Context: an optimization exercise on an open-source flow, tuned for small area and a short achievable clock period. The choices shown serve that exercise and are no tape-out recipe.
The RTL was checked by simulation tests, not by an equivalence proof against the original design.
Power and IR drop assume default switching activity.

**flow/standard.sh**
```bash
#!/bin/bash
# synth_recipe.tcl (not shown) runs the flow's synth.tcl, then flattens the netlist and writes it again
# the make line also repeats each setting of config.mk as NAME=value (left out here)
make -C /OpenROAD-flow-scripts/flow DESIGN_CONFIG=/design/flow/config.mk WORK_HOME=/design/flow/orfs CLKGATE_MAP_FILE= SYNTH_SCRIPT=/design/flow/synth_recipe.tcl "${@:-finish}"
```
**flow/flow/run.sh**
```bash
#!/bin/bash
# The standard layout, with buf_4 cells as the port buffers and timing
# repair aimed past the 10 ns constraint.
set -euo pipefail
bash standard.sh SETUP_SLACK_MARGIN=6 "BUFFER_PORTS_ARGS=-buffer_cell sky130_fd_sc_hd__buf_4" finish > standard.log 2>&1
```
**flow/design.v**
```verilog
module step_dp (
  input  wire [16:0] h,
  input  wire [17:0] r0,
  input  wire [17:0] r1,
  input  wire [17:0] r2,
  input  wire        ci,
  output wire [22:0] s
);
  wire t1 = ci ^ h[0] ^ r0[0];
  wire t2 = (ci & h[0]) | (ci & r0[0]) | (h[0] & r0[0]);
  wire t3 = h[1] ^ r0[1] ^ t2;
  wire t4 = (h[1] & r0[1]) | (h[1] & t2) | (r0[1] & t2);
  wire t5 = h[2] ^ r0[2] ^ r1[0];
  wire t6 = (h[2] & r0[2]) | (h[2] & r1[0]) | (r0[2] & r1[0]);
  wire t7 = h[3] ^ r0[3] ^ r1[1];
  wire t8 = (h[3] & r0[3]) | (h[3] & r1[1]) | (r0[3] & r1[1]);
  wire t9 = h[4] ^ r0[4] ^ r1[2];
  wire t10 = (h[4] & r0[4]) | (h[4] & r1[2]) | (r0[4] & r1[2]);
  wire t11 = r2[0] ^ t8 ^ t9;
  wire t12 = (r2[0] & t8) | (r2[0] & t9) | (t8 & t9);
  wire t13 = h[5] ^ r0[5] ^ r1[3];
  wire t14 = (h[5] & r0[5]) | (h[5] & r1[3]) | (r0[5] & r1[3]);
  wire t15 = r2[1] ^ t10 ^ t13;
  wire t16 = (r2[1] & t10) | (r2[1] & t13) | (t10 & t13);
  wire t17 = h[6] ^ r0[6] ^ r1[4];
  wire t18 = (h[6] & r0[6]) | (h[6] & r1[4]) | (r0[6] & r1[4]);
  wire t19 = r2[2] ^ t14 ^ t17;
  wire t20 = (r2[2] & t14) | (r2[2] & t17) | (t14 & t17);
  wire t21 = h[7] ^ r0[7] ^ r1[5];
  wire t22 = (h[7] & r0[7]) | (h[7] & r1[5]) | (r0[7] & r1[5]);
  wire t23 = r2[3] ^ t18 ^ t21;
  wire t24 = (r2[3] & t18) | (r2[3] & t21) | (t18 & t21);
  wire t25 = h[8] ^ r0[8] ^ r1[6];
  wire t26 = (h[8] & r0[8]) | (h[8] & r1[6]) | (r0[8] & r1[6]);
  wire t27 = r2[4] ^ t22 ^ t25;
  wire t28 = (r2[4] & t22) | (r2[4] & t25) | (t22 & t25);
  wire t29 = h[9] ^ r0[9] ^ r1[7];
  wire t30 = (h[9] & r0[9]) | (h[9] & r1[7]) | (r0[9] & r1[7]);
  wire t31 = r2[5] ^ t26 ^ t29;
  wire t32 = (r2[5] & t26) | (r2[5] & t29) | (t26 & t29);
  wire t33 = h[10] ^ r0[10] ^ r1[8];
  wire t34 = (h[10] & r0[10]) | (h[10] & r1[8]) | (r0[10] & r1[8]);
  wire t35 = r2[6] ^ t30 ^ t33;
  wire t36 = (r2[6] & t30) | (r2[6] & t33) | (t30 & t33);
  wire t37 = h[11] ^ r0[11] ^ r1[9];
  wire t38 = (h[11] & r0[11]) | (h[11] & r1[9]) | (r0[11] & r1[9]);
  wire t39 = r2[7] ^ t34 ^ t37;
  wire t40 = (r2[7] & t34) | (r2[7] & t37) | (t34 & t37);
  wire t41 = h[12] ^ r0[12] ^ r1[10];
  wire t42 = (h[12] & r0[12]) | (h[12] & r1[10]) | (r0[12] & r1[10]);
  wire t43 = r2[8] ^ t38 ^ t41;
  wire t44 = (r2[8] & t38) | (r2[8] & t41) | (t38 & t41);
  wire t45 = h[13] ^ r0[13] ^ r1[11];
  wire t46 = (h[13] & r0[13]) | (h[13] & r1[11]) | (r0[13] & r1[11]);
  wire t47 = r2[9] ^ t42 ^ t45;
  wire t48 = (r2[9] & t42) | (r2[9] & t45) | (t42 & t45);
  wire t49 = h[14] ^ r0[14] ^ r1[12];
  wire t50 = (h[14] & r0[14]) | (h[14] & r1[12]) | (r0[14] & r1[12]);
  wire t51 = r2[10] ^ t46 ^ t49;
  wire t52 = (r2[10] & t46) | (r2[10] & t49) | (t46 & t49);
  wire t53 = h[15] ^ r0[15] ^ r1[13];
  wire t54 = (h[15] & r0[15]) | (h[15] & r1[13]) | (r0[15] & r1[13]);
  wire t55 = r2[11] ^ t50 ^ t53;
  wire t56 = (r2[11] & t50) | (r2[11] & t53) | (t50 & t53);
  wire t57 = h[16] ^ r1[14] ^ r2[12];
  wire t58 = (h[16] & r1[14]) | (h[16] & r2[12]) | (r1[14] & r2[12]);
  wire t59 = r0[16] ^ t54 ^ t57;
  wire t60 = (r0[16] & t54) | (r0[16] & t57) | (t54 & t57);
  wire t61 = r1[15] ^ r2[13] ^ r0[17];
  wire t62 = (r1[15] & r2[13]) | (r1[15] & r0[17]) | (r2[13] & r0[17]);
  wire t63 = t58 ^ t61 ^ t60;
  wire t64 = (t58 & t61) | (t58 & t60) | (t61 & t60);
  wire t65 = r2[14] ^ r1[16] ^ t62;
  wire t66 = (r2[14] & r1[16]) | (r2[14] & t62) | (r1[16] & t62);
  wire t67 = r2[15] ^ r1[17] ^ t66;
  wire t68 = (r2[15] & r1[17]) | (r2[15] & t66) | (r1[17] & t66);
  wire t69 = t5 & t4;
  wire t70 = t5 ^ t4;
  wire t71 = t6 & t7;
  wire t72 = t6 ^ t7;
  wire t73 = t12 & t15;
  wire t74 = t12 ^ t15;
  wire t75 = t16 & t19;
  wire t76 = t16 ^ t19;
  wire t77 = t20 & t23;
  wire t78 = t20 ^ t23;
  wire t79 = t24 & t27;
  wire t80 = t24 ^ t27;
  wire t81 = t28 & t31;
  wire t82 = t28 ^ t31;
  wire t83 = t32 & t35;
  wire t84 = t32 ^ t35;
  wire t85 = t36 & t39;
  wire t86 = t36 ^ t39;
  wire t87 = t40 & t43;
  wire t88 = t40 ^ t43;
  wire t89 = t44 & t47;
  wire t90 = t44 ^ t47;
  wire t91 = t48 & t51;
  wire t92 = t48 ^ t51;
  wire t93 = t52 & t55;
  wire t94 = t52 ^ t55;
  wire t95 = t56 & t59;
  wire t96 = t56 ^ t59;
  wire t97 = t65 & t64;
  wire t98 = t65 ^ t64;
  wire t99 = r2[16] & t68;
  wire t100 = r2[16] ^ t68;
  wire t101 = t70 & t3;
  wire t102 = t71 | (t72 & t69);
  wire t103 = t72 & t70;
  wire t104 = t11 & t71;
  wire t105 = t11 & t72;
  wire t106 = t74 & t11;
  wire t107 = t75 | (t76 & t73);
  wire t108 = t76 & t74;
  wire t109 = t77 | (t78 & t75);
  wire t110 = t78 & t76;
  wire t111 = t79 | (t80 & t77);
  wire t112 = t80 & t78;
  wire t113 = t81 | (t82 & t79);
  wire t114 = t82 & t80;
  wire t115 = t83 | (t84 & t81);
  wire t116 = t84 & t82;
  wire t117 = t85 | (t86 & t83);
  wire t118 = t86 & t84;
  wire t119 = t87 | (t88 & t85);
  wire t120 = t88 & t86;
  wire t121 = t89 | (t90 & t87);
  wire t122 = t90 & t88;
  wire t123 = t91 | (t92 & t89);
  wire t124 = t92 & t90;
  wire t125 = t93 | (t94 & t91);
  wire t126 = t94 & t92;
  wire t127 = t95 | (t96 & t93);
  wire t128 = t96 & t94;
  wire t129 = t63 & t95;
  wire t130 = t63 & t96;
  wire t131 = t98 & t63;
  wire t132 = t67 & t97;
  wire t133 = t67 & t98;
  wire t134 = t100 & t67;
  wire t135 = r2[17] & t99;
  wire t136 = r2[17] & t100;
  wire t137 = h[16] & r2[17];
  wire t138 = t104 | (t105 & t69);
  wire t139 = t105 & t101;
  wire t140 = t73 | (t106 & t102);
  wire t141 = t106 & t103;
  wire t142 = t107 | (t108 & t104);
  wire t143 = t108 & t105;
  wire t144 = t109 | (t110 & t73);
  wire t145 = t110 & t106;
  wire t146 = t111 | (t112 & t107);
  wire t147 = t112 & t108;
  wire t148 = t113 | (t114 & t109);
  wire t149 = t114 & t110;
  wire t150 = t115 | (t116 & t111);
  wire t151 = t116 & t112;
  wire t152 = t117 | (t118 & t113);
  wire t153 = t118 & t114;
  wire t154 = t119 | (t120 & t115);
  wire t155 = t120 & t116;
  wire t156 = t121 | (t122 & t117);
  wire t157 = t122 & t118;
  wire t158 = t123 | (t124 & t119);
  wire t159 = t124 & t120;
  wire t160 = t125 | (t126 & t121);
  wire t161 = t126 & t122;
  wire t162 = t127 | (t128 & t123);
  wire t163 = t128 & t124;
  wire t164 = t129 | (t130 & t125);
  wire t165 = t130 & t126;
  wire t166 = t97 | (t131 & t127);
  wire t167 = t131 & t128;
  wire t168 = t132 | (t133 & t129);
  wire t169 = t133 & t130;
  wire t170 = t99 | (t134 & t97);
  wire t171 = t134 & t131;
  wire t172 = t135 | (t136 & t132);
  wire t173 = t136 & t133;
  wire t174 = t137 & t99;
  wire t175 = t137 & t134;
  wire t176 = t142 | (t143 & t69);
  wire t177 = t144 | (t145 & t102);
  wire t178 = t146 | (t147 & t138);
  wire t179 = t147 & t139;
  wire t180 = t148 | (t149 & t140);
  wire t181 = t149 & t141;
  wire t182 = t150 | (t151 & t142);
  wire t183 = t151 & t143;
  wire t184 = t152 | (t153 & t144);
  wire t185 = t153 & t145;
  wire t186 = t154 | (t155 & t146);
  wire t187 = t155 & t147;
  wire t188 = t156 | (t157 & t148);
  wire t189 = t157 & t149;
  wire t190 = t158 | (t159 & t150);
  wire t191 = t159 & t151;
  wire t192 = t160 | (t161 & t152);
  wire t193 = t161 & t153;
  wire t194 = t162 | (t163 & t154);
  wire t195 = t163 & t155;
  wire t196 = t164 | (t165 & t156);
  wire t197 = t165 & t157;
  wire t198 = t166 | (t167 & t158);
  wire t199 = t167 & t159;
  wire t200 = t168 | (t169 & t160);
  wire t201 = t169 & t161;
  wire t202 = t170 | (t171 & t162);
  wire t203 = t171 & t163;
  wire t204 = t172 | (t173 & t164);
  wire t205 = t173 & t165;
  wire t206 = t174 | (t175 & t166);
  wire t207 = t175 & t167;
  wire t208 = t182 | (t183 & t69);
  wire t209 = t184 | (t185 & t102);
  wire t210 = t186 | (t187 & t138);
  wire t211 = t188 | (t189 & t140);
  wire t212 = t190 | (t191 & t176);
  wire t213 = t192 | (t193 & t177);
  wire t214 = t194 | (t195 & t178);
  wire t215 = t195 & t179;
  wire t216 = t196 | (t197 & t180);
  wire t217 = t197 & t181;
  wire t218 = t198 | (t199 & t182);
  wire t219 = t199 & t183;
  wire t220 = t200 | (t201 & t184);
  wire t221 = t201 & t185;
  wire t222 = t202 | (t203 & t186);
  wire t223 = t203 & t187;
  wire t224 = t204 | (t205 & t188);
  wire t225 = t205 & t189;
  wire t226 = t206 | (t207 & t190);
  wire t227 = t207 & t191;
  wire t228 = t218 | (t219 & t69);
  wire t229 = t220 | (t221 & t102);
  wire t230 = t222 | (t223 & t138);
  wire t231 = t224 | (t225 & t140);
  wire t232 = t226 | (t227 & t176);
  wire t233 = t72 ^ t69;
  wire t234 = t11 ^ t102;
  wire t235 = t74 ^ t138;
  wire t236 = t76 ^ t140;
  wire t237 = t78 ^ t176;
  wire t238 = t80 ^ t177;
  wire t239 = t82 ^ t178;
  wire t240 = t84 ^ t180;
  wire t241 = t86 ^ t208;
  wire t242 = t88 ^ t209;
  wire t243 = t90 ^ t210;
  wire t244 = t92 ^ t211;
  wire t245 = t94 ^ t212;
  wire t246 = t96 ^ t213;
  wire t247 = t63 ^ t214;
  wire t248 = t98 ^ t216;
  wire t249 = t67 ^ t228;
  wire t250 = t100 ^ t229;
  wire t251 = r2[17] ^ t230;
  wire t252 = h[16] ^ t231;
  assign s = {t252, t251, t250, t249, t248, t247, t246, t245, t244, t243, t242, t241, t240, t239, t238, t237, t236, t235, t234, t233, t70, t3, t1};
endmodule
`timescale 1ns/1ps
module ks_add #(
  parameter W = 18
)(
  input  wire [W-1:0] x,
  input  wire [W-1:0] y,
  output wire [W-1:0] s
);
  localparam N = (W > 16) ? 5 : (W > 8) ? 4 : (W > 4) ? 3 : (W > 2) ? 2 : 1;
  wire [W-1:0] g [0:N];
  wire [W-1:0] p [0:N];
  assign g[0] = x & y;
  assign p[0] = x ^ y;
  genvar l, i;
  generate
    for (l = 0; l < N; l = l + 1) begin : lvl
      for (i = 0; i < W; i = i + 1) begin : bit_
        if (i >= (1 << l)) begin : comb
          assign g[l+1][i] = g[l][i] | (p[l][i] & g[l][i-(1<<l)]);
          assign p[l+1][i] = p[l][i] & p[l][i-(1<<l)];
        end else begin : pass
          assign g[l+1][i] = g[l][i];
          assign p[l+1][i] = p[l][i];
        end
      end
    end
  endgenerate
  assign s = p[0] ^ {g[N][W-2:0], 1'b0};
endmodule
`timescale 1ns/1ps
module router_extended (
  input  wire        clk,
  input  wire        rst,
  input  wire        start,
  input  wire [2:0]  cond_sel,
  input  wire [3:0]  opcode,
  input  wire [15:0] op_a,
  input  wire [15:0] op_b,
  output reg         busy,
  output reg         done,
  output reg  [31:0] result
);
  wire f_bin = (opcode <= 4'd2);
  wire f_dec = (opcode >= 4'd3)   && (opcode <= 4'd5);
  wire f_duo = (opcode >= 4'd6) && (opcode <= 4'd8);
  reg [1:0] cls_in;
  always @(*) begin
    case (cond_sel)
      3'd0:    cls_in = f_bin ? 2'd0 : f_dec ? 2'd2 : 2'd1;
      3'd1:    cls_in = f_dec ? 2'd0 : 2'd1;
      3'd2:    cls_in = f_duo ? 2'd0 : f_bin ? 2'd1 : 2'd2;
      3'd4:    cls_in = (f_bin | f_dec) ? 2'd0 : 2'd1;
      default: cls_in = (f_bin | f_dec | f_duo) ? 2'd0 : 2'd2;
    endcase
  end
  reg  [1:0] cls;
  reg  [3:0] cnt;
  reg        idle;
  wire       last  = (cls == 2'd0) ? (cnt == 4'd2) :
                     (cls == 2'd1) ? (cnt == 4'd7) : (cnt == 4'd9);
  wire       load  = idle | ((cls == 2'd1) ? (cnt == 4'd4) : (cnt == 4'd6));
  always @(posedge clk) begin
    cls <= cls_in;
    if (rst) begin
      busy <= 1'b0;
      idle <= 1'b1;
      done <= 1'b0;
      cnt  <= 4'd0;
    end else begin
      done <= ~idle & last;
      if (idle) begin
        busy <= start;
        idle <= ~start;
        cnt  <= 4'd0;
      end else if (last) begin
        busy <= 1'b0;
        idle <= 1'b1;
      end else begin
        cnt <= cnt + 4'd1;
      end
    end
  end
  wire is_add = (opcode == 4'd0) || (opcode == 4'd3) || (opcode == 4'd6);
  wire is_sub = (opcode == 4'd1) || (opcode == 4'd4) || (opcode == 4'd7);
  wire [16:0] h_init = is_add ? {1'b0, op_b} : is_sub ? {1'b1, ~op_b} : 17'd0;
  wire [15:0] m_init = (opcode == 4'd2)   ? op_b  :
                       (opcode == 4'd5) ? 16'd10 :
                       (opcode == 4'd8)  ? 16'd3  :
                       (is_add | is_sub)         ? 16'd1  : 16'd0;
  function [8:0] dec(input [5:0] c);
    integer i;
    for (i = 0; i < 3; i = i + 1)
      dec[3*i +: 3] = {c[2*i+1] & c[2*i], c[2*i+1] & ~c[2*i], ~c[2*i+1] & c[2*i]};
  endfunction
  function [17:0] row(input [2:0] sel, input [15:0] a, input [17:0] a3);
    row = ({18{sel[0]}} & {2'b0, a}) |
          ({18{sel[1]}} & {1'b0, a, 1'b0}) |
          ({18{sel[2]}} & a3);
  endfunction
  reg  [15:0] a_r;      
  reg  [17:0] a3_r;     
  reg  [16:0] h;        
  reg  [8:0]  sel;      
  reg  [11:0] lb;       
  reg         ci;       
  wire        hs = h[16];
  wire [17:0] r0 = row(sel[2:0], a_r, a3_r) | {hs, 17'd0};
  wire [17:0] r1 = row(sel[5:3], a_r, a3_r) | {hs, hs, 16'd0};
  wire [17:0] r2 = row(sel[8:6], a_r, a3_r) | {hs, hs, 16'd0};
  wire [17:0] a3;
  ks_add #(.W(18)) u_a3 (.x({2'b0, op_a}), .y({1'b0, op_a, 1'b0}), .s(a3));
  wire [22:0] s;
  step_dp u_dp (.h(h), .r0(r0), .r1(r1), .r2(r2), .ci(ci), .s(s));
  always @(posedge clk) begin
    a_r  <= op_a;
    a3_r <= a3;
    if (load) begin
      h   <= h_init;
      sel <= dec(m_init[5:0]);
      lb  <= {2'b00, m_init[15:6]};
      ci  <= is_sub;
    end else begin
      h   <= s[22:6];
      sel <= dec(lb[5:0]);
      lb  <= {s[5:0], lb[11:6]};
      ci  <= 1'b0;
    end
  end
  always @(posedge clk) begin
    if (rst)
      result <= 32'd0;
    else if (~idle & last)
      result <= {s[19:0], lb};
  end
endmodule
```
**flow/config.mk**
```make
export PLATFORM = sky130hd
export DESIGN_NAME = router_extended
export DESIGN_NICKNAME = router_extended
export VERILOG_FILES = /design/flow/design.v
export SDC_FILE = /design/flow/constraint.sdc
export NUM_CORES = 4
export LEC_CHECK = 0
export ABC_CLOCK_PERIOD_IN_PS = 1000
export CAP_MARGIN = 20
export CORE_MARGIN = 2
export CORE_UTILIZATION = 40
export CTS_BUF_LIST = sky130_fd_sc_hd__clkbuf_4 sky130_fd_sc_hd__clkbuf_8
export SLEW_MARGIN = 20
```
**flow/constraint.sdc**
```tcl
create_clock -name core_clock -period 10.0 [get_ports {clk}]
set_input_delay 2.0000 -clock core_clock [delete_from_list [all_inputs] [get_ports {clk}]]
set_output_delay 2.0000 -clock core_clock [all_outputs]
set_load 0.01 [all_outputs]
```
==> results.cfg, run 1 <==
[clock_network]
cts_hold_buf = 0
cts_buffers = 17
clk-insertion-delay-late_ns = 0.44
post-cts-setup-buffers = 0
clockRootBuffer = clkbuf_8
cts_max_level = 4
cts.path.max_buffers = 2
cts_num_sinks = 113
clk_pin_slew_worst_paths_ns = 0.08
cts_tree = yes
cts_resized = 0

[place]
portBuffers = 75
gp_congestion = 0.8679
hpwl_um = 13500

[final_layout]
area_growth_pct = 15.44
multi_input_area_um2 = 4225
n_antenna_cell = 0
fill_cells = 1726
final_util = 0.4666
final_common_cell = dfxtp_1
drive_gt1_frac = 0.1513
nNetsFinal = 958
layout_common_cells = dfxtp_1 (106), nand2_1 (85), buf_4 (77)
regArea_um2 = 2271

[worst_setup_path]
required_ns = 10.33
crit_type = flip-flop to flip-flop
crit_start = sel[6]
arrival_ns = 4.18
crit_fanout = 16
start_kind = flip-flop
reg2reg_from = sel[6]
end_kind = flip-flop

[route]
drt-total-wl_um = 17830
vias = 6037
avgRoutedWirePerCell_um = 16.45
postRouteAntennaNets = 0
vias_per_cell = 5.569
drt_iter0_drc = 664
drc = 0
dr.pass1.iters = 11

[floorplanning]
die_w_um = 135.3
dieArea_um2 = 18300
num_rows = 48
initial_core_util = 0.4042
ioPinCount = 76
core_area_um2 = 17060
die_height_um = 135.3

[global_routing]
antenna_found_initial = 0
grt_pass1_wl_um = 29120
grt_max_degree = 59
grt_pass1_vias = 5484
grt_use_total = 0.2014
overflow = 0

[synth]
synth_top_family_by_area = compound AO/OA/AOI/OAI gates
synth_compound_area_frac = 0.2475
synth_ff_type = dfxtp_1
async_reset_ff_frac = 0
synth_cells = 796
seq_area_frac_synth = 0.3281
synthAdderAreaFrac = 0.1677
syn_area_um2 = 6894
synth_nets = 908
synth_edf_count = 0
synth.area.mux_share = 0.002904
syn_area_per_cell_um2 = 8.661
synth-simple-area-share = 0.1552
synth_seq_cells = 113
ys_warn_count = 2
yosysUniqueCellTypes = 70
synthXorXnorAreaFrac = 0.03557

[timing]
period_share = 0.3853
rsz0062_at_grt = no
max-slew-margin-rel = 0.3071
maxSlewViolCount = 0
finalSetupViolations = 0
skew_ns = 0.01618
hold_viol = 0
final.setup.tns_ns = 0
max_slew.worst_pin.slew_ns = 1.036
max_freq_ghz = 0.2595
finalCriticalPeriod_ns = 3.853

[pwr]
vdd_ir_drop_max_uv = 96.50
powerDensity_nw_per_um2 = 170.2
p_leak_nw = 3.528

[job]
maxCapViolCount = 0

[min_path]
hp-start = lb[8]
worstHoldPathType = flip-flop to flip-flop

[run_status]
outcome = finished clean
==> path summary, 6_finish.rpt <==
kind                              end  slack [ns]  cells after the start
worst max-delay path            h[16]        6.15                     11
worst min-delay path            lb[2]        0.44                      2
worst max register to register  h[16]        6.15                     11
worst min register to register  lb[2]        0.44                      2
==> final cells by class <==
type / count / area share
Clock buffer: 18 / 0.03034
Clock inverter: 14 / 0.01383
Inverter: 67 / 0.03160
Multi-Input combinational cell: 570 / 0.5309
Sequential cell: 113 / 0.2853
Tap cell: 225 / 0.03537
Timing Repair Buffer: 77 / 0.07263
==> metrics by stage <==
stage               area, um^2  cells  hold WS [ns]  power [W]  setup slack, ns
floorplan                 6894    796        0.4154  0.0008425            6.161
global placement          7586   1052        0.4321  0.0009739            5.697
detailed placement        7586   1052        0.4314  0.0009722            5.699
CTS                       7938   1084        0.4442   0.001357            6.049
global route              7959   1084        0.4659   0.001445            6.028
finish                    7959   1084        0.4433   0.001355            6.147
==> report_power, final <==
group	internal (W)	leakage, nW	switching (W)
sequential	0.000493	0.935	0.0000429
clock	0.000176	0.169	0.000204
combinational	0.000176	2.42	0.000263
==> critical path, stage by stage (launching register included) <==
cell and delay (ns):
dfxtp_1 0.70, a222oi_1 0.29, fa_1 0.52, inv_1 0.05, fa_1 0.41, fa_1 0.39
ha_1 0.39, nand4b_1 0.14, o21ai_0 0.32, mux2i_1 0.22, o31ai_1 0.08, o31a_1 0.24
==> metal layers <==
metal / GRT usage / up-vias / part of all wire / routed length [um]
li1: - / 2997 / - / -
met1: 0.3101 / 2805 / 0.50 / 8901
met2: 0.2845 / 220 / 0.42 / 7474
met3: 0.03666 / 15 / 0.067 / 1191
met4: 0.05961 / 0 / 0.015 / 261
met5: 0 / - / 0 / 0
==> state kept, by name, indices dropped and copies added, names as in the netlist <==
register	cells
busy	1
ci	1
idle	1
result	32
sel	9
h	17
cls	2
cnt	4
a_r	15
done	1
lb	12
a3_r	18
==> Yosys cell counts, drive strengths merged (14+ instances only) <==
master  instances  share of area
dfxtp         113           0.33
ha             34          0.062
a21oi          71          0.052
inv            67          0.036
clkbuf         39          0.021
o21ai          32          0.023
a222oi         45          0.065
nand2          85          0.046
fa             36           0.10
nand3          20          0.015
a211oi         27          0.029
nor2           61          0.034
nor3           14          0.011
xnor2          19          0.024
==> cell families after synthesis <==
group / after synthesis
AO/OA/AOI/OAI: 241
AND/OR/NAND/NOR: 228
buffers and inverters: 113
flip-flops: 113
adder cells (fa/ha/maj): 71
XOR/XNOR: 28
multiplexers: 2
==> run 2: changes to the inputs <==
==> flow/flow/run.sh (replaced) <==
#!/bin/bash
# The standard layout, with buf_2 cells as the port buffers and timing
# repair aimed past the 10 ns constraint.
set -euo pipefail
bash standard.sh SETUP_SLACK_MARGIN=6 "BUFFER_PORTS_ARGS=-buffer_cell sky130_fd_sc_hd__buf_2" finish > standard.log 2>&1
--- a/flow/config.mk
+++ b/flow/config.mk
@@ -5,7 +5,7 @@
 export SDC_FILE = /design/flow/constraint.sdc
 export NUM_CORES = 4
 export LEC_CHECK = 0
-export ABC_CLOCK_PERIOD_IN_PS = 1000
+export ABC_CLOCK_PERIOD_IN_PS = 400
 export CAP_MARGIN = 20
 export CORE_MARGIN = 2
 export CORE_UTILIZATION = 40
==> run 2 against run 1 <==
Still clean on timing, DRC and antenna. Total power increased by 5.3%. First-iteration DRC count fell by 19%. Clock power up about 20%. Critical path depth unchanged. Register-to-register slack about the same. Count of clock-buffer cells in the layout is 1 lower. Combinational power hardly changed.
==> results.cfg, run 2 <==
[route]
vias_per_cell = 5.610
drt-total-wl_um = 17970
drt_iter0_drc = 538
postRouteAntennaNets = 0
avgRoutedWirePerCell_um = 16.56
vias = 6087
drc = 0
dr.pass1.iters = 9

[global_routing]
grt_use_total = 0.2019
grt_pass1_wl_um = 29210
antenna_found_initial = 1
overflow = 0
grt_pass1_vias = 5675
grt_max_degree = 59

[timing]
period_share = 0.3842
rsz0062_at_grt = yes
final.setup.tns_ns = 0
finalSetupViolations = 0
max-slew-margin-rel = 0.3154
finalCriticalPeriod_ns = 3.842
max_slew.worst_pin.slew_ns = 1.023
maxSlewViolCount = 0
skew_ns = 0.009761
hold_viol = 0
max_freq_ghz = 0.2603

[clock_network]
cts_hold_buf = 0
cts_max_level = 4
clk_pin_slew_worst_paths_ns = 0.08
clk-insertion-delay-late_ns = 0.45
clockRootBuffer = clkbuf_8
cts.path.max_buffers = 2
cts_tree = yes
cts_num_sinks = 113
cts_buffers = 17

[worst_setup_path]
endpoint = h[16]
reg2reg_from = sel[7]
start_kind = flip-flop
end_kind = flip-flop
required_ns = 10.34
crit_fanout = 16
arrival_ns = 4.19
r2r-end = h[16]
r2r.worst_path.cells = 11
crit_start = sel[7]
ff2ff_setup_slack_ns = 6.16
crit_type = flip-flop to flip-flop

[final_layout]
regMostFlops = result
nNetsFinal = 960
drive_gt1_frac = 0.1535
final_util = 0.4609
n_antenna_cell = 0
final_common_cell = dfxtp_1
reg_top3 = result (32), a3_r (18), h (17)
fill_cells = 1725
layout_common_cells = dfxtp_1 (106), nand2_1 (85), buf_2 (75)
largest_reg_flops = 32
area_growth_pct = 14.03

[synth]
ys_warn_count = 2
synthTopCellsByCount = dfxtp_1 (113), nand2_1 (85), a21oi_1 (70), inv_1 (67), nor2_1 (60)
yosysUniqueCellTypes = 70
seq_area_frac_synth = 0.3281
synth_top_area_share = 0.3281
synth_ff_type = dfxtp_1
synth_edf_count = 0
synth_area_leaders = dfxtp_1 (33%), fa_1 (10%), a222oi_1 (6.5%)
synth.most_common_cell = dfxtp_1
async_reset_ff_frac = 0
synth_nets = 908
syn_area_per_cell_um2 = 8.661
synth_seq_cells = 113
synth_cells = 796
yosys.area.top_type = dfxtp_1
syn_area_um2 = 6894

[floorplanning]
core_area_um2 = 17060
dieArea_um2 = 18300
die_height_um = 135.3
num_rows = 48
die_w_um = 135.3
ioPinCount = 76
initial_core_util = 0.4042

[place]
gp_congestion = 0.9043
portBuffers = 75
hpwl_um = 13580

[pwr]
powerDensity_nw_per_um2 = 181.5
p_leak_nw = 3.547
vdd_ir_drop_max_uv = 99.11

[run_status]
outcome = finished clean

[min_path]
worstHoldPathType = flip-flop to flip-flop

[job]
maxCapViolCount = 0
[run 2: through the flow]
stage,hold slack [ns],power [W],setup slack (ns),cell area [um^2],instances
detailed placement,0.4308,0.0009678,5.617,7413,1054
global route,0.4690,0.001513,5.982,7861,1085
floorplan,0.4154,0.0008425,6.161,6894,796
CTS,0.4286,0.001428,6.014,7828,1085
global placement,0.4284,0.0009679,5.700,7413,1054
finish,0.4301,0.001427,6.158,7861,1085
[run 2: how the worst min path moves through the flow]
stage | start | endpoint | depth (start not counted)
4_1_cts | lb[9] | lb[3] | 2
5_1_grt | lb[8] | lb[2] | 2
3_3_place_gp | lb[9] | lb[3] | 2
3_5_place_dp | lb[9] | lb[3] | 2
2_1_floorplan | lb[6] | lb[0] | 2
6_report | lb[9] | lb[3] | 2
[run 2: cell type report]
cell class | instances | area [um^2] | area share
Inverter | 67 | 251.5 | 0.03199
Tap cell | 225 | 281.5 | 0.03581
Clock inverter | 14 | 180.2 | 0.02292
Sequential cell | 113 | 2271 | 0.2889
Multi-Input combinational cell | 570 | 4238 | 0.5391
Clock buffer | 17 | 234.0 | 0.02976
Timing Repair Buffer | 79 | 405.4 | 0.05157
[run 2: cell families (layout without fill, tap and decap cells)]
group	Yosys count	in the layout	share of synthesized area
AO/OA/AOI/OAI	241	241	0.2476
XOR/XNOR	28	28	0.03557
adder cells (fa/ha/maj)	71	71	0.1677
buffers and inverters	113	177	0.06298
flip-flops	113	113	0.3281
multiplexers	2	2	0.002904
AND/OR/NAND/NOR	228	228	0.1552
[run 2: metal layers]
| layer | track usage | up-vias | share of wire |
|---|---|---|---|
| met4 | 0.06366 | 2 | 0.014 |
| met3 | 0.04153 | 23 | 0.064 |
| li1 | - | 2995 | - |
| met2 | 0.2967 | 203 | 0.42 |
| met5 | 0 | - | 0.00072 |
| met1 | 0.2967 | 2864 | 0.50 |
[run 2: critical path, stage by stage, from the launching register on]
cell      delay [ns]
dfxtp_1         0.71
a222oi_1        0.24
fa_1            0.52
inv_1           0.05
fa_1            0.38
fa_1            0.39
ha_1            0.40
nand4b_1        0.15
o21ai_0         0.34
mux2i_1         0.22
o31ai_1         0.08
o31a_1          0.24
[run 2: where the power goes]
group          switching, W  internal [W]  leakage (nW)  total [W]
sequential        0.0000420      0.000493         0.935   0.000535
clock              0.000208      0.000248         0.203   0.000456
combinational      0.000263      0.000173          2.41   0.000436
[run 2: what timing repair did]
item	4_1_cts	5_1_grt
buffers inserted	0	0
setup endpoints to repair	0	16
gates resized for setup	0	14
==> run 3: changes to the inputs <==
--- a/flow/config.mk
+++ b/flow/config.mk
@@ -5,9 +5,9 @@
 export SDC_FILE = /design/flow/constraint.sdc
 export NUM_CORES = 4
 export LEC_CHECK = 0
-export ABC_CLOCK_PERIOD_IN_PS = 400
 export CAP_MARGIN = 20
 export CORE_MARGIN = 2
 export CORE_UTILIZATION = 40
 export CTS_BUF_LIST = sky130_fd_sc_hd__clkbuf_4 sky130_fd_sc_hd__clkbuf_8
+export PLACE_DENSITY = 0.8
 export SLEW_MARGIN = 20
==> run 3 against run 2 <==
Still clean. Global-route usage down 0.65 points. Area after synthesis unchanged. Sequential cell count unchanged. Combinational power about the same. Clock power down 2%. Cell area about the same. Utilization about the same. Register-to-register slack better by 0.06 ns. Cell count unchanged. Synthesized cell count unchanged. Count of clock-buffer cells in the layout up 2. Critical endpoint is now a3_r[17]. Largest cell class unchanged. Highest routed layer is now met4.
==> results.cfg, run 3 <==
[timing]
skew_ns = 0.01740
hold_viol = 0
max-slew-margin-rel = 0.3069
period_share = 0.3806
max_freq_ghz = 0.2627
hold-worst-slack_ns = 0.4453
finalCriticalPeriod_ns = 3.806
maxSlewViolCount = 0
max_slew.worst_pin.slew_ns = 1.036
final.setup.tns_ns = 0
finalSetupViolations = 0
rsz0062_at_grt = no

[clock_network]
post-cts-setup-buffers = 0
cts_num_sinks = 113
cts_max_level = 4
cts.path.max_buffers = 2
cts_tree = yes
cts_resized = 0
clk-insertion-delay-late_ns = 0.45
clockRootBuffer = clkbuf_8
cts_hold_buf = 0
clk_pin_slew_worst_paths_ns = 0.07
cts_buffers = 17

[synth]
synth_cells = 796
synth_nets = 908
syn_area_um2 = 6894
yosysUniqueCellTypes = 70
synth_area_leaders = dfxtp_1 (33%), fa_1 (10%), a222oi_1 (6.5%)
synth_seq_cells = 113
seq_area_frac_synth = 0.3281
synthTopCellsByCount = dfxtp_1 (113), nand2_1 (85), a21oi_1 (70), inv_1 (67), nor2_1 (60)
synth.most_common_cell = dfxtp_1
syn_area_per_cell_um2 = 8.661
synth_edf_count = 0
yosys.area.top_type = dfxtp_1
async_reset_ff_frac = 0
synth_top_area_share = 0.3281
synth_ff_type = dfxtp_1
ys_warn_count = 2

[worst_setup_path]
crit_fanout = 4
end_kind = flip-flop
ff2ff_setup_slack_ns = 6.22
r2r.worst_path.cells = 11
arrival_ns = 4.15
reg2reg_from = sel[6]
required_ns = 10.34
r2r-end = h[16]
start_kind = input pin
crit_type = input pin to flip-flop

[floorplanning]
ioPinCount = 76
die_w_um = 135.3
core_area_um2 = 17060
num_rows = 48
initial_core_util = 0.4042
die_height_um = 135.3
dieArea_um2 = 18300

[final_layout]
reg_top3 = result (32), a3_r (18), h (17)
nNetsFinal = 959
final_common_cell = dfxtp_1
area_growth_pct = 13.97
n_antenna_cell = 0
fill_cells = 1634
drive_gt1_frac = 0.1558
final_util = 0.4607
layout_common_cells = dfxtp_1 (105), nand2_1 (85), buf_2 (75)
regMostFlops = result
largest_reg_flops = 32

[route]
postRouteAntennaNets = 0
wl_met2_um = 7400
drc = 0
met1_length_um = 8187
drt_iter0_drc = 695
avgRoutedWirePerCell_um = 16.03
wl_met3_um = 1567
vias_per_cell = 5.771
drt-total-wl_um = 17390
vias = 6262
dr.pass1.iters = 8
top_layer = met4

[global_routing]
grt_use_total = 0.1954
grt_pass1_wl_um = 28310
grt_max_degree = 59
grt_pass1_vias = 5619
antenna_found_initial = 0
overflow = 0

[run_status]
outcome = finished clean

[pwr]
vdd_ir_drop_max_uv = 111.1
powerDensity_nw_per_um2 = 180.8
p_leak_nw = 3.546
finalPower_w = 0.001420

[job]
maxCapViolCount = 0

[min_path]
worstHoldPathType = flip-flop to flip-flop
holdPathEnd = lb[5]
worstHoldPathCells = 2
hp-start = lb[11]

[place]
gp_congestion = 0.9487
hpwl_um = 13060
portBuffers = 75
==> run 3: through the flow <==
stage	cells	setup slack, ns	instance area [um^2]
after CTS	1085	6.026	7818
after global placement	1053	5.782	7406
final	1085	6.194	7858
after floorplan	796	6.161	6894
after detailed placement	1053	5.742	7406
after global routing	1085	6.044	7858
==> run 3: cell families (layout without fill, tap and decap cells) <==
group           Yosys count  count (layout)  share of synthesized area
compound gates          241             241                     0.2476
simple gates            228             228                     0.1552
flops                   113             113                     0.3281
buf+inv                 113             177                    0.06298
fa+ha+maj                71              71                     0.1677
xor+xnor                 28              28                    0.03557
mux                       2               2                   0.002904
==> run 3: worst max-delay path by stage <==
stage	startpoint	slack, ns	to
after floorplan	op_a[0]	6.16	a3_r[17]
after CTS	sel[0]	6.03	result[23]
final	op_a[1]	6.19	a3_r[17]
after global routing	sel[0]	6.04	result[28]
after global placement	op_a[1]	5.78	a3_r[17]
after detailed placement	op_a[1]	5.74	a3_r[17]
==> run 3: critical path: stages <==
cell and delay [ns]:
buf_2 0.12, ha_1 0.21, inv_1 0.08, fa_1 0.20
nor2b_1 0.07, o31ai_1 0.35, a21oi_1 0.16, o41ai_1 0.51
o21ai_0 0.24, a21o_1 0.22
==> run 3: layout make-up <==
class | count | area, um^2 | area share
clock inverters | 13 | 162.7 | 0.02070
repair buffers | 78 | 397.9 | 0.05064
multi-input cells | 570 | 4240 | 0.5396
inverters | 67 | 251.5 | 0.03201
flip-flops and latches | 113 | 2275 | 0.2895
well taps | 225 | 281.5 | 0.03583
clock buffers | 19 | 249.0 | 0.03169
==> run 3: power by group <==
group          internal [W]  switching (W)  total (W)
clock              0.000252       0.000194   0.000446
combinational      0.000174       0.000265   0.000438
sequential         0.000493      0.0000427   0.000536
==> run 3: per-layer routing <==
layer | vias up | GRT usage
met5 | - | 0
li1 | 2997 | -
met2 | 293 | 0.2893
met4 | 0 | 0.06019
met1 | 2957 | 0.2856
met3 | 15 | 0.04040
==> run 4: changes to the inputs <==
--- a/flow/config.mk
+++ b/flow/config.mk
@@ -5,9 +5,9 @@
 export SDC_FILE = /design/flow/constraint.sdc
 export NUM_CORES = 4
 export LEC_CHECK = 0
+export ABC_CLOCK_PERIOD_IN_PS = 1000
 export CAP_MARGIN = 20
 export CORE_MARGIN = 2
 export CORE_UTILIZATION = 40
 export CTS_BUF_LIST = sky130_fd_sc_hd__clkbuf_4 sky130_fd_sc_hd__clkbuf_8
-export PLACE_DENSITY = 0.8
 export SLEW_MARGIN = 20
==> run 4 against run 3 <==
Synthesized cell count unchanged. Setup slack lost 0.036 ns. Clock power up 2%. Total power rose by 0.44%. Sequential cell count stayed put. Critical endpoint is now h[16]. Largest power group unchanged. Still clean. Combinational power barely moved. Via count decreased by 2.8%. Sequential power hardly changed.
==> results.cfg, run 4 <==
[run_status]
outcome = finished clean

[floorplanning]
die_height_um = 135.3
initial_core_util = 0.4042
dieArea_um2 = 18300
num_rows = 48
ioPinCount = 76
core_area_um2 = 17060
die_w_um = 135.3

[timing]
finalSetupViolations = 0
finalCriticalPeriod_ns = 3.842
skew_ns = 0.009761
period_share = 0.3842
maxSlewViolCount = 0
max-slew-margin-rel = 0.3154
setup_ws_ns = 6.158
final.setup.tns_ns = 0
rsz0062_at_grt = yes
hold_viol = 0
max_slew.worst_pin.slew_ns = 1.023
max_freq_ghz = 0.2603

[place]
hpwl_um = 13580
gp_congestion = 0.9043
place_ws_ns = 5.617
portBuffers = 75

[final_layout]
largest_reg_flops = 32
drive_gt1_frac = 0.1535
regMostFlops = result
area_growth_pct = 14.03
fill_cells = 1725
layout_common_cells = dfxtp_1 (106), nand2_1 (85), buf_2 (75)
reg_top3 = result (32), a3_r (18), h (17)
nNetsFinal = 960
final_common_cell = dfxtp_1
n_antenna_cell = 0

[synth]
ys_warn_count = 2
synth_edf_count = 0
async_reset_ff_frac = 0
synthTopCellsByCount = dfxtp_1 (113), nand2_1 (85), a21oi_1 (70), inv_1 (67), nor2_1 (60)
yosys.area.top_type = dfxtp_1
seq_area_frac_synth = 0.3281
synth_cells = 796
synth_seq_cells = 113
yosysUniqueCellTypes = 70
synth_area_leaders = dfxtp_1 (33%), fa_1 (10%), a222oi_1 (6.5%)
synth_ff_type = dfxtp_1
syn_area_um2 = 6894
synth.most_common_cell = dfxtp_1
syn_area_per_cell_um2 = 8.661
synth_nets = 908
synth_top_area_share = 0.3281

[clock_network]
cts_resized = 0
clk_pin_slew_worst_paths_ns = 0.08
cts_hold_buf = 0
cts_max_level = 4
cts_tree = yes
clk-insertion-delay-late_ns = 0.45
cts_buffers = 17
cts_num_sinks = 113
post-cts-setup-buffers = 0
cts.path.max_buffers = 2
clockRootBuffer = clkbuf_8

[worst_setup_path]
cp_slowest_cell = dfxtp_1
crit_chain = a222oi_1 > fa_1 > inv_1 > fa_1 > fa_1 > ha_1 > nand4b_1 > o21ai_0 > mux2i_1 > o31ai_1 > o31a_1
crit_start = sel[7]
arrival_ns = 4.19
crit_type = flip-flop to flip-flop
cpPeakStageDelay_ns = 0.71
required_ns = 10.34
cp_common_cell = fa_1
start_kind = flip-flop
crit_fanout = 16
end_kind = flip-flop
reg2reg_from = sel[7]

[global_routing]
grt_pass1_wl_um = 29210
grt_pass1_vias = 5675
grt_use_total = 0.2019
grt_max_degree = 59
overflow = 0
antenna_found_initial = 1

[pwr]
powerDensity_nw_per_um2 = 181.5
seq_power_share = 0.375
switching_share = 0.3593
p_sw_w = 0.0005126
p_int_w = 0.0009141
p_comb_frac = 0.305
power.share.clock = 0.320
p_leak_nw = 3.547
vdd_ir_drop_max_uv = 99.11

[job]
maxCapViolCount = 0

[route]
avgRoutedWirePerCell_um = 16.56
vias_per_cell = 5.610
vias = 6087
postRouteAntennaNets = 0
drt-total-wl_um = 17970
dr.pass1.iters = 9
drt_iter0_drc = 538
drc = 0

[min_path]
worstHoldPathType = flip-flop to flip-flop
hp-start = lb[9]
-- run 4: cell counts after synthesis --
No cell type changed its count.
-- run 4: through the flow --
step	utilization	area [um^2]	hold WS, ns	power [W]	std cells
after floorplan	-	6894	0.4154	0.0008425	796
after global placement	0.4346	7413	0.4284	0.0009679	1054
after detailed placement	0.4346	7413	0.4308	0.0009678	1054
after CTS	0.4589	7828	0.4286	0.001428	1085
after global routing	0.4609	7861	0.4690	0.001513	1085
final	0.4609	7861	0.4301	0.001427	1085
-- run 4: worst paths after layout --
| kind | to | slack, ns | depth (start not counted) |
|---|---|---|---|
| setup / recovery | h[16] | 6.16 | 11 |
| hold / removal | lb[3] | 0.43 | 2 |
| setup reg to reg | h[16] | 6.16 | 11 |
| hold reg to reg | lb[3] | 0.43 | 2 |
-- run 4: routing by layer --
layer	up-vias	share of wire	track usage
li1	2995	-	-
met1	2864	0.50	0.2967
met2	203	0.42	0.2967
met3	23	0.064	0.04153
met4	2	0.014	0.06366
met5	-	0.00072	0
-- run 4: cell type report --
cell class	count	area [um^2]	share of cell area
multi-input combinational	570	4238	0.5391
clock buffer	17	234.0	0.02976
sequential	113	2271	0.2889
timing repair buffer	79	405.4	0.05157
clock inverter	14	180.2	0.02292
inverter	67	251.5	0.03199
tap	225	281.5	0.03581
-- run 4: kinds of logic (layout without fill, tap and decap cells) --
| logic type | count (synthesis) | count (layout) | share of synthesized area |
|---|---|---|---|
| buffers and inverters | 113 | 177 | 0.06298 |
| adder cells (fa/ha/maj) | 71 | 71 | 0.1677 |
| multiplexers | 2 | 2 | 0.002904 |
| flip-flops | 113 | 113 | 0.3281 |
| AND/OR/NAND/NOR | 228 | 228 | 0.1552 |
| XOR/XNOR | 28 | 28 | 0.03557 |
| AO/OA/AOI/OAI | 241 | 241 | 0.2476 |
-- run 4: critical path, delay by kind of cell, from the launching register on --
family,cells,cell delay [ns]
simple gates,1,0.15
compound gates,4,0.90
mux,1,0.22
fa+ha+maj,4,1.69
buf+inv,1,0.05
flops,1,0.71
-- run 4: power groups by stage --
stage	clock network (W)	logic (W)	registers, W
4_1_cts	0.000467	0.000427	0.000534
3_3_place_gp	0	0.000424	0.000544
6_report	0.000456	0.000436	0.000535
3_5_place_dp	0	0.000424	0.000544
5_1_grt	0.000486	0.000487	0.000540
2_1_floorplan	0	0.000316	0.000526
==> run 5: changes to the inputs <==
--- a/flow/config.mk
+++ b/flow/config.mk
@@ -5,9 +5,8 @@
 export SDC_FILE = /design/flow/constraint.sdc
 export NUM_CORES = 4
 export LEC_CHECK = 0
-export ABC_CLOCK_PERIOD_IN_PS = 1000
 export CAP_MARGIN = 20
 export CORE_MARGIN = 2
-export CORE_UTILIZATION = 40
+export CORE_UTILIZATION = 60
 export CTS_BUF_LIST = sky130_fd_sc_hd__clkbuf_4 sky130_fd_sc_hd__clkbuf_8
 export SLEW_MARGIN = 20
==> run 5 against run 4 <==
Area after synthesis is the same. Critical path depth is the same. Setup slack gained 0.0098 ns. Via count grew 3.4%. First-iteration DRC count grew 50%. Utilization grew 22 points. Count of clock-buffer cells in the layout grew 4. Clock power shrank 5.5%. Cell count shrank 7.6%. Combinational power grew 2%. Non-clock buffer count shrank 1. Critical endpoint is now h[13]. Largest cell class unchanged.
==> results.cfg, run 5 <==
[final_layout]
regMostFlops = result
drive_gt1_frac = 0.1502
n_antenna_cell = 0
fill_cells = 955
final_common_cell = dfxtp_1
nNetsFinal = 959
largest_reg_flops = 32
final_cells = 1002
layout_common_cells = dfxtp_1 (107), nand2_1 (85), buf_2 (75)
area_growth_pct = 12.00
reg_top3 = result (32), a3_r (18), h (17)
stdcell_area_um2 = 7721

[synth]
yosys.area.top_type = dfxtp_1
synth_cells = 796
synth.most_common_cell = dfxtp_1
syn_area_per_cell_um2 = 8.661
synth_nets = 908
synth_edf_count = 0
ys_warn_count = 2
synth_ff_type = dfxtp_1
syn_area_um2 = 6894
synth_top_area_share = 0.3281
yosysUniqueCellTypes = 70
async_reset_ff_frac = 0
seq_area_frac_synth = 0.3281
synthTopCellsByCount = dfxtp_1 (113), nand2_1 (85), a21oi_1 (70), inv_1 (67), nor2_1 (60)
synth_area_leaders = dfxtp_1 (33%), fa_1 (10%), a222oi_1 (6.5%)
synth_seq_cells = 113

[place]
placed_cells = 970
gp_congestion = 0.8903
placed_cell_area_um2 = 7296
place_ws_ns = 5.729
portBuffers = 75
hpwl_um = 13310

[global_routing]
overflow = 0
grt_pass1_vias = 5773
grt_use_total = 0.2886
grt_pass1_wl_um = 28910
grt_max_degree = 59
antenna_found_initial = 0

[min_path]
worstHoldPathType = flip-flop to flip-flop
hp-start = lb[9]
holdPathEnd = lb[3]
worstHoldPathCells = 2

[floorplanning]
core_area_um2 = 11320
initial_core_util = 0.6090
die_w_um = 111.2
ioPinCount = 76
dieArea_um2 = 12360
die_height_um = 111.2
num_rows = 39

[worst_setup_path]
crit_fanout = 19
required_ns = 10.27
arrival_ns = 4.10
ff2ff_setup_slack_ns = 6.17
end_kind = flip-flop
reg2reg_from = sel[8]
r2r-end = h[13]
r2r.worst_path.cells = 11
crit_type = flip-flop to flip-flop
crit_start = sel[8]
start_kind = flip-flop

[clock_network]
cts.path.max_buffers = 2
cts_max_level = 4
cts_num_sinks = 113
clockRootBuffer = clkbuf_8
clk-insertion-delay-late_ns = 0.43
clk_pin_slew_worst_paths_ns = 0.07
cts_tree = yes
cts_buffers = 17

[timing]
final.setup.tns_ns = 0
max-slew-margin-rel = 0.2575
max_freq_ghz = 0.2609
finalSetupViolations = 0
hold_viol = 0
period_share = 0.3833
max_slew.worst_pin.slew_ns = 1.110
skew_ns = 0.01367
rsz0062_at_grt = no
maxSlewViolCount = 0
setup_ws_ns = 6.167
finalCriticalPeriod_ns = 3.833

[pwr]
vdd_ir_drop_max_uv = 92.12
powerDensity_nw_per_um2 = 183.0
finalPower_w = 0.001413
p_leak_nw = 3.525

[route]
drt-total-wl_um = 17640
vias = 6295
avgRoutedWirePerCell_um = 17.60
drc = 0
postRouteAntennaNets = 0
drt_iter0_drc = 808
dr.pass1.iters = 10
vias_per_cell = 6.282

[run_status]
outcome = finished clean

[job]
maxCapViolCount = 0
run 5: stage by stage:
stage               hold WS (ns)    util
finish                    0.4388  0.6820
global route              0.4689  0.6820
floorplan                 0.4154       -
global placement          0.4344  0.6445
CTS                       0.4386  0.6792
detailed placement        0.4303  0.6445
run 5: how the worst max path moves through the flow:
| stage | endpoint | slack (ns) | cells past startpoint |
|---|---|---|---|
| 5_1_grt | result[28] | 6.00 | 11 |
| 4_1_cts | result[28] | 6.01 | 11 |
| 2_1_floorplan | a3_r[17] | 6.16 | 9 |
| 3_3_place_gp | a3_r[17] | 5.77 | 10 |
| 3_5_place_dp | a3_r[17] | 5.73 | 10 |
| 6_report | h[13] | 6.17 | 11 |
run 5: cell families (layout without fill, tap and decap cells):
kind of cell,after synthesis,in the layout,share of synthesized area
compound gates,241,241,0.2476
simple gates,228,228,0.1552
flops,113,113,0.3281
buf+inv,113,176,0.06298
fa+ha+maj,71,71,0.1677
xor+xnor,28,28,0.03557
mux,2,2,0.002904
run 5: power breakdown:
| group | internal, W | total, W | leakage (nW) | switching [W] |
|---|---|---|---|---|
| clock | 0.000241 | 0.000431 | 0.193 | 0.000191 |
| combinational | 0.000176 | 0.000445 | 2.40 | 0.000270 |
| sequential | 0.000493 | 0.000536 | 0.934 | 0.0000431 |
run 5: per-layer routing:
metal / vias to the layer above / track usage / share of wire
li1: 2988 / - / -
met1: 2966 / 0.4074 / 0.46
met2: 310 / 0.4492 / 0.45
met3: 31 / 0.05303 / 0.075
met4: 0 / 0.09712 / 0.020
met5: - / 0 / 0
run 5: final cells by class:
cell class                 count  area [um^2]  area share
timing repair buffer          78        397.9     0.05153
sequential                   113         2270      0.2940
clock buffer                  21        282.8     0.03662
inverter                      67        251.5     0.03257
clock inverter                10        110.1     0.01426
multi-input combinational    570         4230      0.5479
tap                          143        178.9     0.02317
run 5: timing repair:
item | in CTS | in global routing
setup buffers | 0 | 1
setup endpoints to repair | 2 | 18
pin swaps | 0 | 6
endpoints found under the hold margin | 0 | 0
resized for setup | 1 | 10
hold buffers | 0 | 0
run 5: critical path, stage by stage (launching register included):
cell      delay (ns)
dfxtp_1         0.78
a222oi_1        0.19
fa_1            0.53
inv_1           0.05
fa_1            0.43
ha_1            0.44
nand3_1         0.25
nor4_1          0.31
a32oi_1         0.13
a21oi_1         0.20
xnor2_1         0.20
a21oi_1         0.15
==> run 6: changes to the inputs <==
==> flow/flow/run.sh (replaced) <==
#!/bin/bash
# The standard layout, with buf_2 cells as the port buffers and timing
# repair aimed past the 10 ns constraint.
set -euo pipefail
bash standard.sh SETUP_SLACK_MARGIN=5.5 "BUFFER_PORTS_ARGS=-buffer_cell sky130_fd_sc_hd__buf_2" finish > standard.log 2>&1
--- a/flow/config.mk
+++ b/flow/config.mk
@@ -5,8 +5,9 @@
 export SDC_FILE = /design/flow/constraint.sdc
 export NUM_CORES = 4
 export LEC_CHECK = 0
+export ABC_CLOCK_PERIOD_IN_PS = 1000
 export CAP_MARGIN = 20
 export CORE_MARGIN = 2
-export CORE_UTILIZATION = 60
+export CORE_UTILIZATION = 40
 export CTS_BUF_LIST = sky130_fd_sc_hd__clkbuf_4 sky130_fd_sc_hd__clkbuf_8
 export SLEW_MARGIN = 20
==> run 6 against run 5 <==
Still clean on timing, DRC and antenna. Utilization is 22 points lower. Critical path depth stayed put. Synthesized cell count stayed put. Sequential power hardly changed. Setup slack worse by 0.21 ns. Register-to-register slack worse by 0.21 ns. First-iteration DRC count is 27% lower. Non-clock buffer count is 1 higher. Combinational power is 3% lower. Die area is 48% higher. Critical path type unchanged. Largest cell class unchanged. Highest routed layer is now met5.
==> results.cfg, run 6 <==
[run_status]
outcome = finished clean

[synth]
synth_nets = 908
synth_top_area_share = 0.3281
synthTopCellsByCount = dfxtp_1 (113), nand2_1 (85), a21oi_1 (70), inv_1 (67), nor2_1 (60)
synth_area_leaders = dfxtp_1 (33%), fa_1 (10%), a222oi_1 (6.5%)
syn_area_per_cell_um2 = 8.661
seq_area_frac_synth = 0.3281
synth.most_common_cell = dfxtp_1
synth_seq_cells = 113
synth_edf_count = 0
synth_cells = 796
syn_area_um2 = 6894
async_reset_ff_frac = 0
synth_ff_type = dfxtp_1
yosys.area.top_type = dfxtp_1
yosysUniqueCellTypes = 70
ys_warn_count = 2

[final_layout]
largest_reg_flops = 32
final_common_cell = dfxtp_1
nNetsFinal = 960
layout_common_cells = dfxtp_1 (113), nand2_1 (85), buf_2 (75)
multi_input_area_um2 = 4213
reg_top3 = result (32), a3_r (18), h (17)
area_growth_pct = 13.54
fill_cells = 1726
regArea_um2 = 2262
n_antenna_cell = 0
regMostFlops = result
drive_gt1_frac = 0.1407
final_cells = 1085

[worst_setup_path]
ff2ff_setup_slack_ns = 5.95
r2r.worst_path.cells = 11
cpPeakStageDelay_ns = 0.53
end_kind = flip-flop
start_kind = flip-flop
crit_type = flip-flop to flip-flop
crit_fanout = 16
r2r-end = result[23]
crit_chain = a222oi_1 > inv_1 > fa_1 > fa_1 > ha_1 > nand3b_1 > o21ai_0 > a31oi_1 > o21ai_0 > nor4b_1 > a311o_1
cp_slowest_cell = fa_1
reg2reg_from = sel[0]
required_ns = 10.34
arrival_ns = 4.38

[clock_network]
clk-insertion-delay-late_ns = 0.45
cts_resized = 0
clk_pin_slew_worst_paths_ns = 0.08
clockRootBuffer = clkbuf_8
cts_num_sinks = 113
cts_buffers = 17
cts.path.max_buffers = 2
cts_max_level = 4
cts_tree = yes
cts_hold_buf = 0
post-cts-setup-buffers = 0

[min_path]
hp-start = lb[9]
worstHoldPathCells = 2
holdPathEnd = lb[3]
worstHoldPathType = flip-flop to flip-flop

[global_routing]
overflow = 0
grt_pass1_vias = 5675
grt_use_total = 0.2019
grt_pass1_wl_um = 29210
grt_max_degree = 59
antenna_found_initial = 1

[route]
vias_per_cell = 5.596
drc = 0
dr.pass1.iters = 9
postRouteAntennaNets = 0
drt-total-wl_um = 17930
drt_iter0_drc = 592
avgRoutedWirePerCell_um = 16.53
vias = 6072

[timing]
final.setup.tns_ns = 0
finalCriticalPeriod_ns = 4.046
rsz0062_at_grt = no
period_share = 0.4046
max_freq_ghz = 0.2471
max-slew-margin-rel = 0.2905
finalSetupViolations = 0
hold_viol = 0
max_slew.worst_pin.slew_ns = 1.060
maxSlewViolCount = 0
skew_ns = 0.01363

[pwr]
vdd_ir_drop_max_uv = 96.83
powerDensity_nw_per_um2 = 181.7
finalPower_w = 0.001423
p_leak_nw = 3.538

[place]
hpwl_um = 13580
gp_congestion = 0.9043
portBuffers = 75
placed_cells = 1054

[floorplanning]
num_rows = 48
die_height_um = 135.3
dieArea_um2 = 18300
ioPinCount = 76
core_area_um2 = 17060
die_w_um = 135.3
initial_core_util = 0.4042

[job]
maxCapViolCount = 0
-- run 6: area by class of cell --
| class | instances | share of cell area |
|---|---|---|
| flip-flops and latches | 113 | 0.2890 |
| clock inverters | 14 | 0.02302 |
| repair buffers | 79 | 0.05179 |
| multi-input cells | 570 | 0.5382 |
| inverters | 67 | 0.03213 |
| well taps | 225 | 0.03597 |
| clock buffers | 17 | 0.02989 |
-- run 6: report_power, final --
part	internal [W]	switching, W
clock	0.000249	0.000210
sequential	0.000492	0.0000422
combinational	0.000171	0.000259
-- run 6: worst max path at each step --
stage | start | end | slack (ns) | cells past startpoint
after floorplan | op_a[0] | a3_r[17] | 6.16 | 9
after global placement | op_a[1] | a3_r[17] | 5.70 | 10
after detailed placement | op_a[1] | a3_r[17] | 5.62 | 10
after CTS | sel[0] | result[23] | 6.01 | 11
after global routing | sel[0] | h[9] | 5.68 | 11
final | sel[0] | result[23] | 5.95 | 11
-- run 6: cell families (layout without fill, tap and decap cells) --
kind of cell    after synthesis  in the layout  synth area share
simple gates                228            228            0.1552
xor+xnor                     28             28           0.03557
buf+inv                     113            177           0.06298
compound gates              241            241            0.2476
mux                           2              2          0.002904
flops                       113            113            0.3281
fa+ha+maj                    71             71            0.1677
-- run 6: metrics by stage --
stage	utilization	setup WS [ns]	hold slack (ns)	area, um^2
finish	0.4589	5.954	0.4318	7828
global route	0.4589	5.685	0.4690	7828
CTS	0.4589	6.014	0.4286	7828
detailed placement	0.4346	5.617	0.4308	7413
global placement	0.4346	5.700	0.4284	7413
floorplan	-	6.161	0.4154	6894
-- run 6: critical path, delay by kind of cell, from the launching register on --
| kind | cells | cell delay [ns] |
|---|---|---|
| compound gates | 5 | 1.78 |
| fa+ha+maj | 3 | 1.32 |
| buf+inv | 1 | 0.10 |
| flops | 1 | 0.49 |
| simple gates | 2 | 0.23 |
-- run 6: metal layers --
metal / vias up / GRT usage / part of all wire
met1: 2833 / 0.2967 / 0.50
met2: 225 / 0.2967 / 0.42
met5: - / 0 / 0.00073
li1: 2994 / - / -
met3: 18 / 0.04153 / 0.062
met4: 2 / 0.06366 / 0.013
==> run 7: changes to the inputs <==
==> flow/flow/run.sh (replaced) <==
#!/bin/bash
# The standard layout, with buf_2 cells as the port buffers and timing
# repair aimed past the 10 ns constraint.
set -euo pipefail
bash standard.sh SETUP_SLACK_MARGIN=6.5 "BUFFER_PORTS_ARGS=-buffer_cell sky130_fd_sc_hd__buf_2" finish > standard.log 2>&1
==> run 7 against run 6 <==
Still clean on timing, DRC and antenna. Clock skew is 0.0011 ns higher. Total power up 15%. Sequential share of layout area decreased by 2.7 points. Count of clock-buffer cells in the layout increased by 4. Sequential power about the same. Wire length is 9.6% higher.
==> results.cfg, run 7 <==
[run_status]
outcome = finished clean

[worst_setup_path]
cp_slowest_cell = fa_1
crit_type = flip-flop to flip-flop
end_kind = flip-flop
cpPeakStageDelay_ns = 0.49
crit_buf_inv = 2
critPathTopFamily = compound AO/OA/AOI/OAI gates
crit_cells = 12
crit_fanout = 8
crit_chain = buf_4 > a222oi_1 > inv_1 > fa_2 > fa_1 > ha_4 > and3b_2 > o221ai_4 > o31a_1 > a31o_2 > xor2_2 > a2bb2o_4
start_kind = flip-flop
arrival_ns = 4.03
required_ns = 10.34
r2r.worst_path.cells = 12

[global_routing]
antenna_found_initial = 0
overflow = 0
grt_pass1_wl_um = 29310
grt_pass1_vias = 5699
grt_use_total = 0.2049
grt_max_degree = 59

[synth]
synth_seq_cells = 113
synth_nets = 908
synth_cells = 796
yosysUniqueCellTypes = 70
synth_edf_count = 0
synthTopCellsByCount = dfxtp_1 (113), nand2_1 (85), a21oi_1 (70), inv_1 (67), nor2_1 (60)
seq_area_frac_synth = 0.3281
syn_area_um2 = 6894
synth_ff_type = dfxtp_1
synth.most_common_cell = dfxtp_1
syn_area_per_cell_um2 = 8.661
synth_top_area_share = 0.3281
synth_area_leaders = dfxtp_1 (33%), fa_1 (10%), a222oi_1 (6.5%)
async_reset_ff_frac = 0
ys_warn_count = 2
yosys.area.top_type = dfxtp_1

[min_path]
worstHoldPathCells = 2
worstHoldPathType = flip-flop to flip-flop

[pwr]
power.share.clock = 0.289
p_leak_nw = 3.763
p_comb_frac = 0.385
powerDensity_nw_per_um2 = 188.3
vdd_ir_drop_max_uv = 117.3
p_int_w = 0.001063
seq_power_share = 0.326
p_sw_w = 0.0005762
switching_share = 0.3516

[clock_network]
cts_num_sinks = 113
cts_buffers = 17
cts.path.max_buffers = 2
cts_max_level = 4
clk_pin_slew_worst_paths_ns = 0.07
cts_hold_buf = 0
cts_tree = yes
clk-insertion-delay-late_ns = 0.45
clockRootBuffer = clkbuf_8

[timing]
finalSetupViolations = 0
max_freq_ghz = 0.2711
maxSlewViolCount = 0
period_share = 0.3689
max_slew.worst_pin.slew_ns = 0.9448
final.setup.tns_ns = 0
hold_viol = 0
skew_ns = 0.01472
rsz0062_at_grt = yes
max-slew-margin-rel = 0.3702
finalCriticalPeriod_ns = 3.689

[final_layout]
nNetsFinal = 989
final_util = 0.5103
drive_gt1_frac = 0.2711
regMostFlops = result
layout_common_cells = dfxtp_1 (106), nand2_1 (83), buf_2 (74)
area_growth_pct = 26.26
reg_top3 = result (32), a3_r (18), h (17)
final_common_cell = dfxtp_1
n_antenna_cell = 0
largest_reg_flops = 32

[route]
drt_iter0_drc = 582
vias_per_cell = 5.611
drc = 0
drt-total-wl_um = 19650
vias = 6251
dr.pass1.iters = 11
avgRoutedWirePerCell_um = 17.64
postRouteAntennaNets = 0

[floorplanning]
die_w_um = 135.3
core_area_um2 = 17060
num_rows = 48
initial_core_util = 0.4042
dieArea_um2 = 18300
die_height_um = 135.3
ioPinCount = 76

[place]
portBuffers = 75
hpwl_um = 13540
gp_congestion = 0.8349

[job]
maxCapViolCount = 0
==> run 7: cell type report <==
| cell class | instances | area, um^2 |
|---|---|---|
| well taps | 225 | 281.5 |
| multi-input cells | 570 | 4810 |
| clock inverters | 10 | 157.7 |
| clock buffers | 21 | 270.3 |
| flip-flops and latches | 113 | 2281 |
| repair buffers | 108 | 653.1 |
| inverters | 67 | 251.5 |
| fillers | 1606 | 8352 |
==> run 7: logic make-up (layout without fill, tap and decap cells) <==
kind of cell	after synthesis	after routing	share of synthesized area
adders and majority gates	71	71	0.1677
AOI/OAI and AO/OA	241	241	0.2476
DFF	113	113	0.3281
buffers and inverters	113	206	0.06298
xor gates and xnor gates	28	28	0.03557
and+or+nand+nor	228	228	0.1552
muxes	2	2	0.002904
==> run 7: power groups by stage <==
stage                     Sequential [W]  Combinational, W  Clock [W]
after CTS                       0.000534          0.000479   0.000484
after global routing            0.000541          0.000680   0.000503
after floorplan                 0.000526          0.000334          0
final                           0.000534          0.000631   0.000474
after global placement          0.000545          0.000438          0
after detailed placement        0.000544          0.000441          0
==> run 7: timing repair <==
action                                  in CTS  in global routing
pin swaps                                    8                 70
gates resized for setup                     36                 90
cloned                                       0                  0
setup buffers                                4                 24
endpoints found under the setup margin      26                 29
==> run 7: metal layers <==
| layer | up-vias | routed length, um | global-route usage |
|---|---|---|---|
| li1 | 3051 | - | - |
| met2 | 244 | 8657 | 0.3012 |
| met5 | - | 0 | 0 |
| met4 | 0 | 447 | 0.07060 |
| met3 | 28 | 1236 | 0.04452 |
| met1 | 2928 | 9305 | 0.2970 |
==> run 7: path summary, 6_finish.rpt <==
path               start          to  slack (ns)
hold reg to reg    lb[8]       lb[2]        0.45
setup / recovery  sel[3]  result[28]        6.31
setup reg to reg  sel[3]  result[28]        6.31
hold / removal     lb[8]       lb[2]        0.45
==> run 7: tightest hold or removal path: cells and delay by family, from the launching register on <==
| kind | cells | cell delay [ns] |
|---|---|---|
| DFF | 1 | 0.32 |
| and+or+nand+nor | 2 | 0.09 |
==> run 7: metrics by stage <==
step / cell area [um^2] / instances / total power (W) / setup slack [ns] / hold slack (ns)
finish: 8705 / 1114 / 0.001639 / 6.311 / 0.4472
global route: 8705 / 1114 / 0.001724 / 6.218 / 0.4739
CTS: 8118 / 1090 / 0.001497 / 6.386 / 0.4463
detailed placement: 7518 / 1055 / 0.0009845 / 5.976 / 0.4356
global placement: 7518 / 1055 / 0.0009832 / 6.051 / 0.4342
floorplan: 7017 / 796 / 0.0008600 / 6.382 / 0.4154

==> separate check: timing with driven ports <==
Ports are ideal in the flow. The routed layouts listed here were re-timed in OpenROAD. Step 1 sets driving cells, clkbuf_16 on the clock port and buf_2 on the other inputs (assumed; they add their load-dependent delay and slew). Step 2 also shifts input and output timing later by t, the mid clock arrival at the registers, as if the neighbouring blocks saw the same clock. Three values: ideal, step 1, step 2; two values: the first two.
run | t, ns | setup slack, ns | hold slack, ns | worst register clock-pin slew, ns | worst slew at a driven data input, ns
run 1 | 0.466 | 6.147 / 6.147 / 5.714 | 0.443 / 0.443 / 0.443 | 0.08 / 0.08 | 0.04
run 2 | 0.484 | 6.158 / 6.158 / 5.771 | 0.430 / 0.430 / 0.430 | 0.08 / 0.08 | 0.04
run 3 | 0.480 | 6.194 / 6.210 / 5.729 | 0.445 / 0.445 / 0.445 | 0.08 / 0.08 | 0.05
run 4 | 0.484 | 6.158 / 6.158 / 5.771 | 0.430 / 0.430 / 0.430 | 0.08 / 0.08 | 0.04
run 5 | 0.459 | 6.167 / 6.167 / 5.731 | 0.439 / 0.439 / 0.439 | 0.08 / 0.08 | 0.04
run 6 | 0.480 | 5.954 / 5.954 / 5.638 | 0.432 / 0.432 / 0.432 | 0.08 / 0.08 | 0.04
run 7 | 0.481 | 6.311 / 6.311 / 6.082 | 0.447 / 0.447 / 0.447 | 0.08 / 0.08 | 0.06
After both steps every run listed still meets setup and hold. The setup slack of run 3, which loses most, moves by +0.016 ns with the drivers and by -0.465 ns with both steps.
